Context: an optimization exercise on an open-source flow, tuned for small area and a short achievable clock period. The choices shown serve that exercise and are no tape-out recipe. The RTL was checked by simulation tests, not by an equivalence proof against the original design. No activity file was given, so power comes from the tool's default toggle rates.

### flow/design.v
module vm16bit(a,b,z);
  input [15:0] a,b;
  output [31:0] z;
  wire [63:0] s;
  wire c1,c2,c3;
  wire [15:0] s1;
  wire [15:0]sp;
  vm8bit v1(a[7:0],b[7:0],s[15:0]);
  vm8bit v2(a[7:0],b[15:8],s[31:16]);
  vm8bit v3(a[15:8],b[7:0],s[47:32]);
  vm8bit v4(a[15:8],b[15:8],s[63:48]);
  rca16 a1(s[31:16], s[47:32], 1'b0, s1[15:0], c1);
  rca16 a2(s1[15:0], {8'd0,s[15:8]} ,1'b0, sp[15:0],c2);
  rca16 a3(s[63:48], {6'd0,(c1&c2),(c1^c2),sp[15:8]}, 1'b0, z[31:16],c3);
  assign z[7:0]=s[7:0];
  assign z[15:8]=sp[7:0];
endmodule
module vm8bit(a,b,z);
  input [7:0] a,b;
  output [15:0] z;
  wire [31:0] s;
  wire c1,c2,c3;
  wire [7:0] s1;
  wire [7:0]sp;
  vm4bit v1(a[3:0],b[3:0],s[7:0]);
  vm4bit v2(a[3:0],b[7:4],s[15:8]);
  vm4bit v3(a[7:4],b[3:0],s[23:16]);
  vm4bit v4(a[7:4],b[7:4],s[31:24]);
  rca8 a1(s[15:8], s[23:16], 1'b0, s1[7:0], c1);
  rca8 a2(s1[7:0], {1'b0,1'b0,1'b0,1'b0,s[7:4]} ,1'b0, sp[7:0],c2);
  rca8 a3(s[31:24], {2'b00,(c1&c2),(c1^c2),sp[7:4]}, 1'b0, z[15:8],c3);
  assign z[3:0]=s[3:0];
  assign z[7:4]=sp[3:0];
endmodule
module vm4bit(a,b,z);
  input [3:0] a,b;
  output [7:0] z;
  wire [15:0] s;
  wire c1,c2,c3;
  wire [3:0] s1;
  wire [3:0]sp;
  vm2bit v1(a[1:0],b[1:0],s[3:0]);
  vm2bit v2(a[1:0],b[3:2],s[7:4]);
  vm2bit v3(a[3:2],b[1:0],s[11:8]);
  vm2bit v4(a[3:2],b[3:2],s[15:12]);
  rca4 a1(s[11:8],s[7:4],1'b0,s1[3:0],c1);
  rca4 a2(s1[3:0],{1'b0,1'b0,s[3],s[2]},1'b0,sp[3:0],c2);
  rca4 a3(s[15:12],{(c1&c2),(c1^c2),sp[3:2]},1'b0,z[7:4],c3);
  assign z[1:0]=s[1:0];
  assign z[3:2]=sp[1:0];
endmodule
module vm2bit(a,b,z);
  input [1:0] a,b;
  output [3:0] z;
  reg p[1:0][1:0];
  wire [1:0] s,c;
  integer i,j;
  always @(a,b) begin
    for(i=0;i<2;i=i+1) 
      for(j=0;j<2;j=j+1)
        p[j][i] = a[j] & b[i];end 
  ha h1(p[0][1],p[1][0],s[0],c[0]);
  ha h2(c[0],p[1][1],s[1],c[1]);
  assign z[0]=p[0][0];
  assign z[1]=s[0];
  assign z[2]=s[1];
  assign z[3]=c[1];
endmodule 
module rca16(a,b,cin,s,cout);
  input [15:0] a,b;
  input cin;
  output [15:0] s;
  output cout;
  wire c1;
rca8 a1(a[7:0],b[7:0],cin,s[7:0],c1);
rca8 a2(a[15:8],b[15:8],c1,s[15:8],cout);
endmodule 
module rca8(a,b,cin,s,cout);
  input [7:0] a,b;
  input cin;
  output [7:0] s;
  output cout;
  wire c1;
  rca4 a1(a[3:0],b[3:0],cin,s[3:0],c1);
  rca4 a2(a[7:4],b[7:4],c1,s[7:4],cout);
endmodule 
module rca4(a,b,cin,s,cout);
  input [3:0] a,b;
  input cin;
  output [3:0] s;
  output cout;
  wire c1,c2,c3;
  fa f1(a[0],b[0],cin,s[0],c1);
  fa f2(a[1],b[1],c1,s[1],c2);
  fa f3(a[2],b[2],c2,s[2],c3);
  fa f4(a[3],b[3],c3,s[3],cout);
endmodule 
module fa(input a,b,cin,output sum,carry);
  assign sum = a ^ b ^ cin;
  assign carry = (a & b) | (b & cin) | (cin & a);
endmodule 
module ha(input a,b,output sum,carry);
  assign sum = a ^ b;
  assign carry = a & b;
endmodule
module pipo(input[31:0]rin,input clk,rst,output reg [31:0]rout);
always@(posedge clk )
 begin
  if(rst) rout<=31'd0;
  else rout<=rin;
 end
endmodule
module mac(input clk,rst,input [15:0] x,y,output [31:0]acc);
wire[31:0] w1,x1;
reg [15:0] in1,in2;
always@(posedge clk)
begin
in1<=x;in2<=y;
 if(rst)begin in1<=16'd0;in2<=16'd0;end
end
vm16bit v01(in1,in2,w1);
assign acc=w1+x1;
pipo p1(acc,clk,rst,x1);
endmodule
### flow/constraint.sdc
create_clock -name core_clock -period 18.0 [get_ports {clk}]
set_input_delay 3.6000 -clock core_clock [delete_from_list [all_inputs] [get_ports {clk}]]
set_output_delay 3.6000 -clock core_clock [all_outputs]
set_load 0.01 [all_outputs]
### flow/config.mk
export PLATFORM = sky130hd
export DESIGN_NAME = mac
export DESIGN_NICKNAME = mac
export VERILOG_FILES = /design/flow/design.v
export SDC_FILE = /design/flow/constraint.sdc
export NUM_CORES = 4
export LEC_CHECK = 0
export CAP_MARGIN = 20
export CORE_MARGIN = 2
export CORE_UTILIZATION = 40
export SLEW_MARGIN = 20
### flow/run.sh
#!/bin/bash
# synth_recipe.tcl (not shown) runs the flow's synth.tcl, then flattens the netlist and writes it again
# the make line also repeats each setting of config.mk as NAME=value (left out here)
make -C /OpenROAD-flow-scripts/flow DESIGN_CONFIG=/design/flow/config.mk WORK_HOME=/design/flow/orfs CLKGATE_MAP_FILE= SYNTH_SCRIPT=/design/flow/synth_recipe.tcl finish
==> impl_metrics.yaml <==
hold_path:
  hold_path_startpoint: "p1.rout[0]"
  hp-class: "flop to flop"
  hold_path_end: "p1.rout[0]"
  whs_path_depth: 2
routing:
  met2_length_um: 15000
  drcViolationCount: 0
  wl_met3_um: 838
  viasPerCell: 4.83
  routedWlPerCell_um: 15.3
  drtIter0Drc: 344
  top_layer: "met4"
  drt.antenna.violating_nets: 0
  drt_first_pass_iters: 5
  routed_wirelength_um: 31000
  wl_met1_um: 14800
  num_vias: 9815
die:
  die_w_um: 192
  fp.dieArea_um2: 36800
  rows: 68
  chipHeight_um: 192
  ioPinCount: 66
  initial_core_util_pct: 40.8
  core_area_um2: 34600
cells_and_area:
  final_cells: 2032
  fin_util_pct: 45.4
  diodes: 0
  layout_common_cells: "316 x inv_1, 306 x ha_1, 259 x and2_1"
  drive_gt1_share_pct: 4.76
  fin_nets: 2102
  n_fill_cell: 3340
  final_common_cell: "inv_1"
  syn_to_final_growth_pct: 11.4
critical_path:
  r2r-end: "p1.rout[31]"
  cp.arrival_ns: 13.85
  path_common_cell: "fa_1"
  rr_worst_depth: 51
  slowest_stage: "fa_1"
  slowest_delay_ns: 0.52
  path_class: "flop to output port"
  worstPathMaxFanout: 15
  reg2reg_from: "in2[0]"
  rrSetupSlack_ns: 4.24
  required_ns: 14.40
  end_kind: "output port"
  crit_path_start_kind: "flop"
clocking:
  clk_pin_slew_ns: 0.06
  cts_tree: "done"
  htreeDepth: 3
  clock_latency_ns: 0.36
  clkSinkCount: 64
  clock_path_buffers: 2
  root_buffer: "clkbuf_16"
  numCtsBuffers: 9
yosys:
  synthesis.nets: 2051
  syn_avg_cell_area_um2: 9.28
  synth-edff-count: 0
  synth_seq_area_share_pct: 9.08
  ys.warnings.count: 5
  syn_area_um2: 14100
  syn_inst: 1521
  synthFlopType: "dfxtp_1"
  ys_top_cells_by_area: "ha_1 27%, fa_1 27%, and2_1 11%, dfxtp_1 9.1%, inv_1 8.4%"
  synthArstFlopShare_pct: 0
  ys_types: 49
  synth_seq_cells: 64
  yosysTopAreaCellShare_pct: 27.3
  synth_top_area_cell: "ha_1"
timing:
  slew_viol_final: 0
  setup_slack_ns: 0.552
  max_freq_mhz: 57.3
  finClkSkew_ns: 0.00745
  tightestPinTransition_ns: 0.817
  setup-violations-final: 0
  finalHoldViolCount: 0
  timing.final.crit_share_pct: 96.9
  max_slew_margin_pct: 45.5
  finalHoldWorstSlack_ns: 0.580
  fin_crit_ns: 17.45
place:
  dp_hpwl_um: 25800
  portBuffers: 65
  gp_congestion: 0.849
  pre_cts_ws_ns: 0.210
  dp.cells: 2014
run_status:
  status: "no timing/DRC/antenna violations"
global_routing:
  grt_pass1_vias: 10506
  grt_pass1_wl_um: 52100
  antenna_found_initial: 0
  grt_max_degree: 72
  grt.overflow.total: 0
  grt_usage_pct: 18.2
power:
  power_leakage_uw: 0.00848
  irDropWorstVdd_uv: 122
  power_density_nw_per_um2: 90.3
  finalPower_uw: 1420
job:
  drv_cap: 0
## cell families (layout without fill, tap and decap cells)
| family | count (synthesis) | after routing | synth area share [%] |
|---|---|---|---|
| AND/OR/NAND/NOR | 415 | 415 | 17.7 |
| AO/OA/AOI/OAI | 113 | 113 | 5.23 |
| buffers and inverters | 368 | 424 | 9.84 |
| multiplexers | 7 | 7 | 0.559 |
| XOR/XNOR | 58 | 58 | 3.60 |
| flip-flops | 64 | 64 | 9.08 |
| adder cells (fa/ha/maj) | 496 | 496 | 54.0 |
## critical path: cells and delay by family, from the launching register on
kind / cells / cell delay [ns]
compound gates: 3 / 0.80
xor+xnor: 1 / 0.16
fa+ha+maj: 35 / 11.01
buf+inv: 10 / 0.81
flops: 1 / 0.31
simple gates: 2 / 0.42
## worst max path at each step
| stage | to | slack, ns | from |
|---|---|---|---|
| after floorplan | acc[31] | 1.05 | in2[0] |
| after global placement | acc[31] | 0.34 | in1[2] |
| after detailed placement | acc[31] | 0.21 | in2[0] |
| after CTS | acc[29] | 0.03 | in2[0] |
| after global routing | acc[31] | -0.02 | in2[0] |
| final | acc[31] | 0.55 | in2[0] |
## routing by layer
metal | track usage [%] | vias up
li1 | - | 4872
met1 | 24.3 | 4795
met2 | 31.4 | 125
met3 | 2.03 | 23
met4 | 4.35 | 0
met5 | 0 | -
## area by class of cell
| type | instances | area [um^2] | area share (%) |
|---|---|---|---|
| multi-input combinational | 1089 | 11500 | 73.2 |
| sequential | 64 | 1280 | 8.15 |
| inverter | 316 | 1190 | 7.54 |
| tap | 455 | 569 | 3.62 |
| clock buffer | 11 | 253 | 1.61 |
| timing repair buffer | 92 | 851 | 5.41 |
| clock inverter | 5 | 78.8 | 0.501 |
## synthesized netlist by cell type (3+ instances only)
cell type	number
inv_1	316
ha_1	308
and2_1	259
fa_1	188
dfxtp_1	64
nor2b_1	57
clkbuf_1	51
xnor2_1	47
a21oi_1	31
nand2_1	24
nor2_1	21
o21ai_0	21
nor3_1	16
a21o_1	12
xor2_1	11
a211oi_1	8
a31oi_1	8
and4_1	7
mux2_2	7
nand4_1	7
nand3_1	5
o211ai_1	5
o21a_1	5
or3_1	5
a21boi_0	4
a311oi_1	3
and3_1	3
## power breakdown
| group | total (uW) | switching, uW | internal (uW) |
|---|---|---|---|
| clock | 205 | 76.2 | 129 |
| sequential | 189 | 16.4 | 172 |
| combinational | 1030 | 563 | 464 |
## metrics by stage
stage / cell area (um^2) / setup TNS (ns)
3_5_place_dp: 15300 / 0
6_report: 15700 / 0
4_1_cts: 15700 / 0
5_1_grt: 15700 / -0.0162
2_1_floorplan: 14100 / 0
3_3_place_gp: 15300 / 0
## state kept, by name, indices dropped and copies added, names as in the netlist
signal   count
in1         16
p1.rout     32
in2         16
## repair_timing
item	CTS	global route
setup buffers	0	2
hold buffers	0	0
pin swaps	0	3
endpoints found under the setup margin	2	6
gates resized for setup	3	21

[port drivers added, routing unchanged]
In the flow no input, the clock included, has a driving cell. The finished layout below was timed again as built, in two steps. Step 1 assumes that a clkbuf_16 drives the clock port and a buf_2 every other input. Step 2 adds t to the input delays and takes it off the output delays; t is the mean of the earliest and latest rising clock arrival at the registers after step 1. Input paths then give back, and output paths get back, about the clock's delay inside the block. a / b / c = no drivers / after step 1 / after step 2; a / b = the first two.
shift t [ns]: 0.410
setup slack, ns: 0.552 / 0.503 / 0.913
hold WS [ns]: 0.580 / 0.580 / 0.580
worst setup path after step 2: register to output
worst register clock-pin slew, ns: 0.06 / 0.06
After both steps setup and hold are still met in this run. The setup slack of this run moves by -0.049 ns with the drivers and by +0.361 ns with both steps.
